Background: an optimization exercise with open tools, aiming at a short achievable clock period and few clock cycles. Do not read the settings as production practice. Function was checked by simulation only, so behaviour that the tests miss may differ from the original. Power figures rest on the tool's default switching activity, not on a simulated workload.

===== run.sh =====
#!/bin/bash
# synth_recipe.tcl (not shown) runs the flow's synth.tcl, then flattens the netlist and writes it again
# the make line also repeats each setting of config.mk as NAME=value (left out here)
make -C /OpenROAD-flow-scripts/flow DESIGN_CONFIG=/design/flow/config.mk WORK_HOME=/design/flow/orfs CLKGATE_MAP_FILE= SYNTH_SCRIPT=/design/flow/synth_recipe.tcl finish

===== config.mk =====
export PLATFORM = sky130hd
export DESIGN_NAME = hravframework
export DESIGN_NICKNAME = hravframework
export VERILOG_FILES = /design/flow/design.v
export SDC_FILE = /design/flow/constraint.sdc
export NUM_CORES = 4
export LEC_CHECK = 0
export CAP_MARGIN = 20
export CORE_MARGIN = 2
export CORE_UTILIZATION = 40
export PLACE_DENSITY = 0.6
export SLEW_MARGIN = 20

===== constraint.sdc =====
create_clock -name core_clock -period 5.0 [get_ports {axi_aclk}]
set_input_delay 1.0000 -clock core_clock [delete_from_list [all_inputs] [get_ports {axi_aclk}]]
set_output_delay 1.0000 -clock core_clock [all_outputs]
set_load 0.01 [all_outputs]

===== design.v =====
module hrav_fwft_fifo #(
	parameter WIDTH = 32,
	parameter AW = 3
)
(
	input clk,
	input rst,
	input wr_en,
	input [WIDTH-1:0] din,
	input rd_en,
	output [WIDTH-1:0] dout,
	output empty,
	output [AW:0] count
);
	reg [WIDTH-1:0] mem [0:(1<<AW)-1];
	reg [AW:0] wr_ptr, rd_ptr;
	assign empty = (wr_ptr == rd_ptr);
	assign count = wr_ptr - rd_ptr;
	assign dout = mem[rd_ptr[AW-1:0]];
	always @(posedge clk) begin
		if(wr_en)
			mem[wr_ptr[AW-1:0]] <= din;
	end
	always @(posedge clk) begin
		if(rst) begin
			wr_ptr <= 'd0;
			rd_ptr <= 'd0;
		end
		else begin
			if(wr_en)
				wr_ptr <= wr_ptr + 1'b1;
			if(rd_en)
				rd_ptr <= rd_ptr + 1'b1;
		end
	end
endmodule
module dispatcher
(
	input			clk,
	input			reset,
	input [255:0]		s_axis_tdata,
	input [31:0]		s_axis_tstrb,
	input			s_axis_tvalid,
	output reg		s_axis_tready,
	input			s_axis_tlast,
	input			clt_rdy,	 
	output reg		hdr_vld,
	output reg [31:0]	hdr_info,	 
	output reg		pay_vld,
	output reg		pay_end,	 
	output reg [255:0]	pay_data,
	output reg [31:0]	pay_strb,
	output reg [159:0]	pay_gap		 
);
	reg r0_v;
	reg [255:0] r0_data;
	reg [31:0] r0_strb;
	reg r0_last;
	reg in_pkt;
	reg cur_end;
	wire is_hdr = r0_v & ~in_pkt & (r0_data[23:0] == 24'hAECAFE);
	wire is_pay = r0_v & in_pkt;
	reg [159:0] cnt;
	reg [159:0] nxt;
	integer i, l;
	always @(*) begin
		for (i = 0; i < 32; i = i + 1)
			cnt[5*i +: 5] = (i == 0) ? 5'd0 : {4'd0, ~r0_strb[i-1]};
		for (l = 1; l < 32; l = l * 2) begin
			nxt = cnt;
			for (i = 0; i < 32; i = i + 1)
				if (i >= l)
					nxt[5*i +: 5] = cnt[5*i +: 5] + cnt[5*(i-l) +: 5];
			cnt = nxt;
		end
	end
	always @(posedge clk) begin
		if (reset) begin
			s_axis_tready <= 1'b0;
			r0_v <= 1'b0;
			in_pkt <= 1'b0;
			cur_end <= 1'b0;
			hdr_vld <= 1'b0;
			pay_vld <= 1'b0;
		end
		else begin
			s_axis_tready <= clt_rdy;
			r0_v <= s_axis_tvalid & s_axis_tready;
			hdr_vld <= is_hdr & r0_data[56];
			pay_vld <= is_pay;
			if (is_hdr) begin
				in_pkt <= 1'b1;
				cur_end <= r0_data[56];
			end
			else if (is_pay & r0_last)
				in_pkt <= 1'b0;
		end
	end
	always @(posedge clk) begin
		r0_data <= s_axis_tdata;
		r0_strb <= s_axis_tstrb;
		r0_last <= s_axis_tlast;
		hdr_info <= r0_data[55:24];
		pay_end <= r0_last & cur_end;
		pay_data <= r0_data;
		pay_strb <= r0_strb;
		pay_gap <= cnt;
	end
endmodule
module simple_scanner (
	input			clk,
	input			reset,
	input			iValid,
	input			iEnd,
	input [255:0]		iData,
	input [31:0]		iStrb,
	input [159:0]		iGap,
	output reg		oValid,
	output reg		oEnd,
	output reg [7:0]	oHit,		 
	output reg [127:0]	oSID		 
);
	reg [255:0] d, nd;
	reg [31:0] v, nv;
	reg [159:0] z, nz;
	integer p, k, q;
	always @(*) begin
		d = iData;
		v = iStrb;
		z = iGap;
		for (k = 0; k < 5; k = k + 1) begin
			for (p = 0; p < 32; p = p + 1) begin
				q = p + (1 << k);
				if (q < 32 && v[q % 32] && z[5*(q % 32) + k]) begin
					nd[8*p +: 8] = d[8*(q % 32) +: 8];
					nz[5*p +: 5] = z[5*(q % 32) +: 5];
					nv[p] = 1'b1;
				end
				else begin
					nd[8*p +: 8] = d[8*p +: 8];
					nz[5*p +: 5] = z[5*p +: 5];
					nv[p] = v[p] & ~z[5*p + k];
				end
			end
			d = nd;
			v = nv;
			z = nz;
		end
	end
	reg c_vld, c_end;
	reg [255:0] c_data;
	reg [31:0] c_thr;	 
	always @(posedge clk) begin
		if (reset)
			c_vld <= 1'b0;
		else
			c_vld <= iValid;
		c_end <= iEnd;
		c_data <= d;
		c_thr <= v;
	end
	reg [31:0] carry;	 
	wire [287:0] ext = {c_data, carry};	 
	reg [31:0] hit;
	reg [255:0] sid8;	 
	reg [7:0] ghit;
	reg [127:0] gsid;
	reg [31:0] ncarry;
	reg [32:0] neq;		 
	integer j, s, g;
	always @(*) begin
		for (j = 0; j < 32; j = j + 1) begin
			for (s = 0; s < 8; s = s + 1)
				sid8[8*j + s] = c_thr[j] &
					(ext[8*j +: 8] == {s[3:0], 4'ha}) &
					(ext[8*(j+1) +: 8] == {s[3:0], 4'hb}) &
					(ext[8*(j+2) +: 8] == {s[3:0], 4'hc}) &
					(ext[8*(j+3) +: 8] == {s[3:0], 4'hd});
			hit[j] = |sid8[8*j +: 8];
		end
		for (g = 0; g < 8; g = g + 1) begin
			ghit[g] = |hit[4*g +: 4];
			gsid[16*g +: 16] = 16'd0;
			for (j = 4*g; j < 4*g + 4; j = j + 1)
				gsid[16*g +: 16] = gsid[16*g +: 16] |
					({16{hit[j]}} & {sid8[8*j +: 8], ext[8*(j+4) +: 8]});
		end
		neq[0] = ~c_thr[0];
		for (j = 1; j < 32; j = j + 1)
			neq[j] = c_thr[j-1] & ~c_thr[j];
		neq[32] = c_thr[31];
		ncarry = 32'd0;
		for (j = 0; j <= 32; j = j + 1)
			ncarry = ncarry | ({32{neq[j]}} & ext[8*j +: 32]);
	end
	always @(posedge clk) begin
		if (reset) begin
			carry <= 32'd0;
			oValid <= 1'b0;
		end
		else begin
			oValid <= c_vld;
			if (c_vld)
				carry <= c_end ? 32'd0 : ncarry;
		end
		oEnd <= c_end;
		oHit <= ghit;
		oSID <= gsid;
	end
endmodule
module scanner_wrapper (
	input			clk,
	input			reset,
	input			iValid,
	input			iEnd,
	input [7:0]		iHit,
	input [127:0]		iSID,
	output reg		res_vld,
	output reg [1:0]	res_n,
	output reg [47:0]	res_m		 
);
	reg [1:0] an;
	reg [47:0] am;	 
	reg [10:0] lv;
	reg [175:0] ls;
	reg [1:0] above;	 
	reg [47:0] nm;
	reg [1:0] nn;
	reg [3:0] tot;
	integer x;
	always @(*) begin
		lv = {iHit, an == 2'd3 ? 3'b111 : an == 2'd2 ? 3'b110 : an == 2'd1 ? 3'b100 : 3'b000};
		ls = {iSID, am[15:0], am[31:16], am[47:32]};
		nm = 48'd0;
		above = 2'd0;
		for (x = 10; x >= 0; x = x - 1) begin
			if (lv[x]) begin
				if (above == 2'd0) nm[15:0] = ls[16*x +: 16];
				if (above == 2'd1) nm[31:16] = ls[16*x +: 16];
				if (above == 2'd2) nm[47:32] = ls[16*x +: 16];
				if (above != 2'd3) above = above + 2'd1;
			end
		end
		nn = above;
	end
	always @(posedge clk) begin
		if (reset) begin
			an <= 2'd0;
			am <= 48'd0;
			res_vld <= 1'b0;
		end
		else begin
			res_vld <= iValid & iEnd;
			if (iValid) begin
				if (iEnd) begin
					an <= 2'd0;
					am <= 48'd0;
				end
				else begin
					an <= nn;
					am <= nm;
				end
			end
		end
		res_n <= nn;
		res_m <= nm;
	end
endmodule
module collector (
	input			clk,
	input			reset,
	output [255:0]		m_axis_tdata,
	output [31:0]		m_axis_tstrb,
	output [127:0]		m_axis_tuser,
	output reg		m_axis_tvalid,
	input			m_axis_tready,
	output reg		m_axis_tlast,
	input			hdr_vld,
	input [31:0]		hdr_info,	 
	input			res_vld,
	input [1:0]		res_n,
	input [47:0]		res_m,		 
	output			clt_rdy
);
	wire hq_empty, rq_empty;
	wire [31:0] hq_dout;
	wire [49:0] rq_dout;
	wire [3:0] hq_count, rq_count;
	reg ph;		 
	wire ld = ~m_axis_tvalid | m_axis_tready;
	wire hq_pop = ld & ~ph & ~hq_empty;
	wire rq_pop = ld & ph & ~rq_empty;
	wire bypass = ld & ph & rq_empty & res_vld;
	wire rq_push = res_vld & ~bypass;
	assign clt_rdy = (hq_count <= 4'd3) & (rq_count <= 4'd3);
	wire [49:0] r = rq_empty ? {res_n, res_m} : rq_dout;
	wire [1:0] rn = r[49:48];
	always @(posedge clk) begin
		if (reset) begin
			m_axis_tvalid <= 1'b0;
			ph <= 1'b0;
		end
		else if (ld) begin
			if (hq_pop) begin
				m_axis_tvalid <= 1'b1;
				ph <= 1'b1;
			end
			else if (rq_pop | bypass) begin
				m_axis_tvalid <= 1'b1;
				ph <= 1'b0;
			end
			else
				m_axis_tvalid <= 1'b0;
		end
	end
	reg [255:0] o_data;
	assign m_axis_tdata = o_data;
	always @(posedge clk) begin
		if (ld) begin
			m_axis_tlast <= ph;
			o_data <= 256'd0;
			if (~ph)
				o_data[63:0] <= {8'h03, hq_dout[31:8], hq_dout[7:0], 24'hAECAFE};
			else begin
				o_data[31:0] <= {30'd0, rn};
				o_data[47:32] <= r[15:0];
				o_data[79:64] <= ~r[15:0];
				o_data[111:96] <= r[31:16];
				o_data[143:128] <= rn[1] ? ~r[31:16] : 16'd0;
				o_data[175:160] <= r[47:32];
				o_data[207:192] <= (rn == 2'd3) ? ~r[47:32] : 16'd0;
			end
		end
	end
	assign m_axis_tstrb = 32'hFFFFFFFF;
	assign m_axis_tuser = {96'd0, 8'h02, 8'h01, 16'h0040};
	hrav_fwft_fifo #(.WIDTH(32), .AW(3)) hq (
		.clk(clk), .rst(reset),
		.wr_en(hdr_vld), .din(hdr_info),
		.rd_en(hq_pop), .dout(hq_dout),
		.empty(hq_empty), .count(hq_count)
	);
	hrav_fwft_fifo #(.WIDTH(50), .AW(3)) rq (
		.clk(clk), .rst(reset),
		.wr_en(rq_push), .din({res_n, res_m}),
		.rd_en(rq_pop), .dout(rq_dout),
		.empty(rq_empty), .count(rq_count)
	);
endmodule
module hravframework
(
	input			axi_aclk,
	input			axi_reset,
	output	[255:0]		m_axis_tdata,
	output	[31:0]		m_axis_tstrb,
	output	[127:0]		m_axis_tuser,
	output			m_axis_tvalid,
	input			m_axis_tready,
	output			m_axis_tlast,
	input	[255:0]		s_axis_tdata,
	input	[31:0]		s_axis_tstrb,
	input			s_axis_tvalid,
	output			s_axis_tready,
	input			s_axis_tlast
);
	wire clt_rdy;
	wire hdr_vld;
	wire [31:0] hdr_info;
	wire pay_vld, pay_end;
	wire [255:0] pay_data;
	wire [31:0] pay_strb;
	wire [159:0] pay_gap;
	wire scn_vld, scn_end;
	wire [7:0] scn_hit;
	wire [127:0] scn_sid;
	wire res_vld;
	wire [1:0] res_n;
	wire [47:0] res_m;
	dispatcher dpt (
		.clk(axi_aclk),
		.reset(axi_reset),
		.s_axis_tdata(s_axis_tdata),
		.s_axis_tstrb(s_axis_tstrb),
		.s_axis_tvalid(s_axis_tvalid),
		.s_axis_tready(s_axis_tready),
		.s_axis_tlast(s_axis_tlast),
		.clt_rdy(clt_rdy),
		.hdr_vld(hdr_vld),
		.hdr_info(hdr_info),
		.pay_vld(pay_vld),
		.pay_end(pay_end),
		.pay_data(pay_data),
		.pay_strb(pay_strb),
		.pay_gap(pay_gap)
	);
	simple_scanner scanner0 (
		.clk(axi_aclk),
		.reset(axi_reset),
		.iValid(pay_vld),
		.iEnd(pay_end),
		.iData(pay_data),
		.iStrb(pay_strb),
		.iGap(pay_gap),
		.oValid(scn_vld),
		.oEnd(scn_end),
		.oHit(scn_hit),
		.oSID(scn_sid)
	);
	scanner_wrapper awrapper (
		.clk(axi_aclk),
		.reset(axi_reset),
		.iValid(scn_vld),
		.iEnd(scn_end),
		.iHit(scn_hit),
		.iSID(scn_sid),
		.res_vld(res_vld),
		.res_n(res_n),
		.res_m(res_m)
	);
	collector clt (
		.clk(axi_aclk),
		.reset(axi_reset),
		.m_axis_tdata(m_axis_tdata),
		.m_axis_tstrb(m_axis_tstrb),
		.m_axis_tuser(m_axis_tuser),
		.m_axis_tvalid(m_axis_tvalid),
		.m_axis_tready(m_axis_tready),
		.m_axis_tlast(m_axis_tlast),
		.hdr_vld(hdr_vld),
		.hdr_info(hdr_info),
		.res_vld(res_vld),
		.res_n(res_n),
		.res_m(res_m),
		.clt_rdy(clt_rdy)
	);
endmodule

==> summary.md <==
| Metric | Value |
|---|---|
| Distinct cells, synth | roughly 100 |
| Worst-path clk slew | around 0.070 ns |
| Slew at the pin closest to its max-slew limit | around 1.3 ns |
| Most used routing layer | met2 |
| Total Routed Length | approximately 480000 um |
| Die height | roughly 510 um |
| Setup Buffers After CTS | 0 |
| Final non-filler cell total | between 10000 and 15000 |
| Largest net degree at the start of global routing | 80 |
| RR Startpoint | dpt.r0_strb[10]$_DFF_P_ |
| Global-route usage over all layers | 35.5% |
| Post-synthesis cell area | approximately 100000 um2 |
| Area delta synth->final | 16.1% |
| M3 GR Usage | a little under an eighth |
| Max clock buf depth | 3 |
| Cells after DPL | about 13000 |
| Max Fclk | roughly 0.21 GHz |
| First-pass GRT wire length | 659000 um |
| Via count | approximately 85000 |
| Pins Over Slew Limit | 0 |
| Commonest cells after routing, fill and taps aside | 1298 x dfxtp_1, 898 x mux2i_1, 772 x edfxtp_1 |
| Synth Register Bits | roughly 2100 |
| Clk root buf | clkbuf_16 |
| Routed Antenna Nets | 0 |
| Max H-tree Level | 4 |
| Finished layout cell area | around 120000 um2 |
| Starting Density | around two fifths |
| Cell count after synthesis | between 9000 and 10000 |
| Die area | roughly 260000 um2 |
| IO Count | 712 |
| Hold Path Depth | 0 |
| WP data required | between 5 and 6 ns |
| Period utilisation layout | a little over nine tenths |
| Total Neg Setup Slack | 0 ns |
| Util after Layout | between 40% and 50% |
| Maxcap violations | 0 |
| Vias/cell | around 6.4 |
| Slew HR | roughly 16% |
| Most common cell after layout, fill and taps aside | dfxtp_1 |
| Reg2Reg Depth | 17 |
| Iteration-0 DRC Markers | between 10000 and 15000 |
| Status | complete, no violations |
| Crit. End Element | register |
| Worst Setup SP | dpt.r0_strb[10]$_DFF_P_ |
| Post-layout net count | a little over 10000 |
| Mean Syn Cell Area | 11.1 um2 |
| DR WL/cell | around 36 um |
| CTS tree | yes |
| Clock Skews | roughly 0.085 ns |
| # setup viols final | 0 |
| Pre-Repair DR Iteration Count | 12 |
| CP Max Fanout | 2 |
| DP HPWL | ~370000 um |
| GR Util met1 | 44.9% |
| Final hold vios | 0 |
| Worst min path class | reg2reg |
| Buffers added on ports | approximately 430 |
| Seq/Total Area, Yosys | just under 50% |
| Min cycle time layout | between 4 and 5 ns |
| Maximum VDD drop | about 0.00042 V |
| Vias in the first global route | ~82000 |
| Ys flop type | dfxtp_1 |
| Clock sink total | about 2100 |
| Remaining Overflow, GRT | 0 |
| CTS Buf Count | roughly 210 |
| PD cells | 647 nW/um2 |
| Fillers | around 23000 |
| Remaining routing DRC violations | 0 |
| Clk Latency, worst-skew pair | about 0.9 ns |
| WP data arrival | between 5 and 6 ns |
| Row cnt | around 190 |
| Final Wtd Congestion | around 1.1 |
| DP Area | 112000 um2 |
| Initial antenna violation count | 42 |
| Crit Path Category | reg2reg |
| GRT met2 Usage | 52.9% |
| Hold path start | dpt.r0_data[123]$_DFF_P_ |
| Core area | about 260000 um2 |
| Post-synth EDFFs | 772 |
| Critical Path Start Type | register |
| Yosys warnings | 6 |
| Fraction of layout cells with a size suffix above 1 | roughly 15% |
| LEAKAGE | 47.0 nW |
| Post-synth ARST share | 0% |
| Die width | just over 500 um |
[worst paths after layout]
path,to,slack (ns)
setup / recovery,dpt.pay_gap[154]$_DFF_P_,0.18
hold / removal,dpt.pay_data[123]$_DFF_P_,0.30
setup reg to reg,dpt.pay_gap[154]$_DFF_P_,0.18
hold reg to reg,dpt.pay_data[123]$_DFF_P_,0.30
[synthesized netlist by cell type, drive strengths merged (43+ instances only)]
cell type | count | area, um2
dfxtp | 1309 | 26200
mux2i | 903 | 9040
edfxtp | 772 | 23200
nor2 | 613 | 2300
a22oi | 503 | 3780
nand2 | 485 | 1820
clkbuf | 461 | 1730
buf | 432 | 2860
inv | 386 | 1450
mux2 | 333 | 3750
a21oi | 298 | 1500
ha | 221 | 2770
nand4 | 201 | 1260
nand3 | 189 | 946
mux4 | 164 | 3690
o21ai | 146 | 761
nor2b | 139 | 870
fa | 131 | 2620
nor3 | 111 | 566
nand2b | 108 | 676
nor4 | 103 | 651
a21o | 70 | 526
xnor2 | 63 | 552
a221oi | 57 | 499
a31oi | 57 | 369
and3 | 57 | 357
o211ai | 56 | 420
or3 | 49 | 312
a221o | 46 | 460
a22o | 46 | 403
nand3b | 46 | 345
and2 | 43 | 269
[layer usage]
| layer | part of all wire [%] | vias to the layer above |
|---|---|---|
| li1 | - | 34973 |
| met1 | 39 | 41847 |
| met2 | 42 | 6123 |
| met3 | 11 | 1782 |
| met4 | 7.2 | 28 |
| met5 | 0.057 | - |
[final cells by class]
class,count,area [um2],share of cell area [%]
flip-flops and latches,2081,49400,41.4
multi-input cells,6197,49200,41.2
repair buffers,831,7490,6.28
clock buffers,275,5910,4.95
well taps,3384,4230,3.55
clock inverters,125,1570,1.31
inverters,386,1450,1.21
diodes,29,72.6,0.0608
[where the power goes]
part	total, mW	internal, mW	switching, mW
Sequential	26.0	19.9	6.16
Clock	16.7	9.42	7.31
Combinational	34.4	12.5	21.9
Total	77.2	41.8	35.4
[cell families after synthesis]
family,synth area share [%]
buf+inv,5.87
mux,16.0
xor+xnor,0.848
simple gates,12.2
other cells,0.00730
flops,48.0
compound gates,11.8
fa+ha+maj,5.24
[state kept, by name, indices dropped and copies added, names as in the netlist, 8 cells and up, named ones only]
| signal | cells |
|---|---|
| clt.rq.mem | 400 |
| clt.hq.mem | 256 |
| dpt.r0_data | 256 |
| scanner0.c_data | 256 |
| dpt.pay_data | 225 |
| dpt.pay_gap | 140 |
| scanner0.oSID | 128 |
| clt.o_data | 115 |
| awrapper.am | 48 |
| awrapper.res_m | 48 |
| dpt.pay_strb | 32 |
| dpt.r0_strb | 32 |
| scanner0.c_thr | 32 |
| scanner0.carry | 32 |
| dpt.hdr_info | 31 |
| scanner0.oHit | 8 |
[critical path, stage by stage, from the launching register on]
cell and delay (ns):
dfxtp_2 0.33, inv_2 0.11, ha_4 0.23, ha_1 0.21
fa_1 0.56, inv_1 0.06, fa_1 0.54, inv_1 0.08
fa_2 0.61, inv_1 0.07, fa_1 0.50, inv_1 0.06
fa_2 0.39, fa_2 0.40, a21o_1 0.20, a21oi_2 0.14
xnor2_1 0.14, xnor2_1 0.13
[what timing repair did]
item | CTS | global route
hold buffers | 0 | 0
gates resized for setup | 5 | 29
pin swaps | 2 | 14
endpoints found under the setup margin | 3 | 5
[through the flow]
stage	setup WS [ns]	hold WS [ns]	power, mW
6_report	0.179	0.300	77.2
3_3_place_gp	-0.0368	0.313	57.9
2_1_floorplan	0.121	0.310	41.7
4_1_cts	0.0121	0.294	74.7
3_5_place_dp	-0.0363	0.312	57.8
5_1_grt	-0.0132	0.303	78.4
Testbench counts, summed over its fixed seeds: cycles 1,472.

==> separate check: timing with driven ports <==
No port has a modelled driver above. Below, the same layout with a new extraction and two added sets of constraints. Step 1 assumes that a clkbuf_16 drives the clock port and a buf_2 every other input. Step 2 moves the port delays by t, midway between the first and last clock arrival at a register: inputs arrive t later, outputs are due t later. That takes back most of the time a late clock gives input paths. Three values: no drivers, after step 1, after step 2; two values: the first two.
t (ns): 0.994
setup slack, ns: 0.179 / 0.179 / 0.179
clock arrival spread, ns: 0.092 / 0.093
After both steps this run still meets setup and hold. For this run, drivers alone change the setup slack by 0.000 ns; drivers and shift together by 0.000 ns.
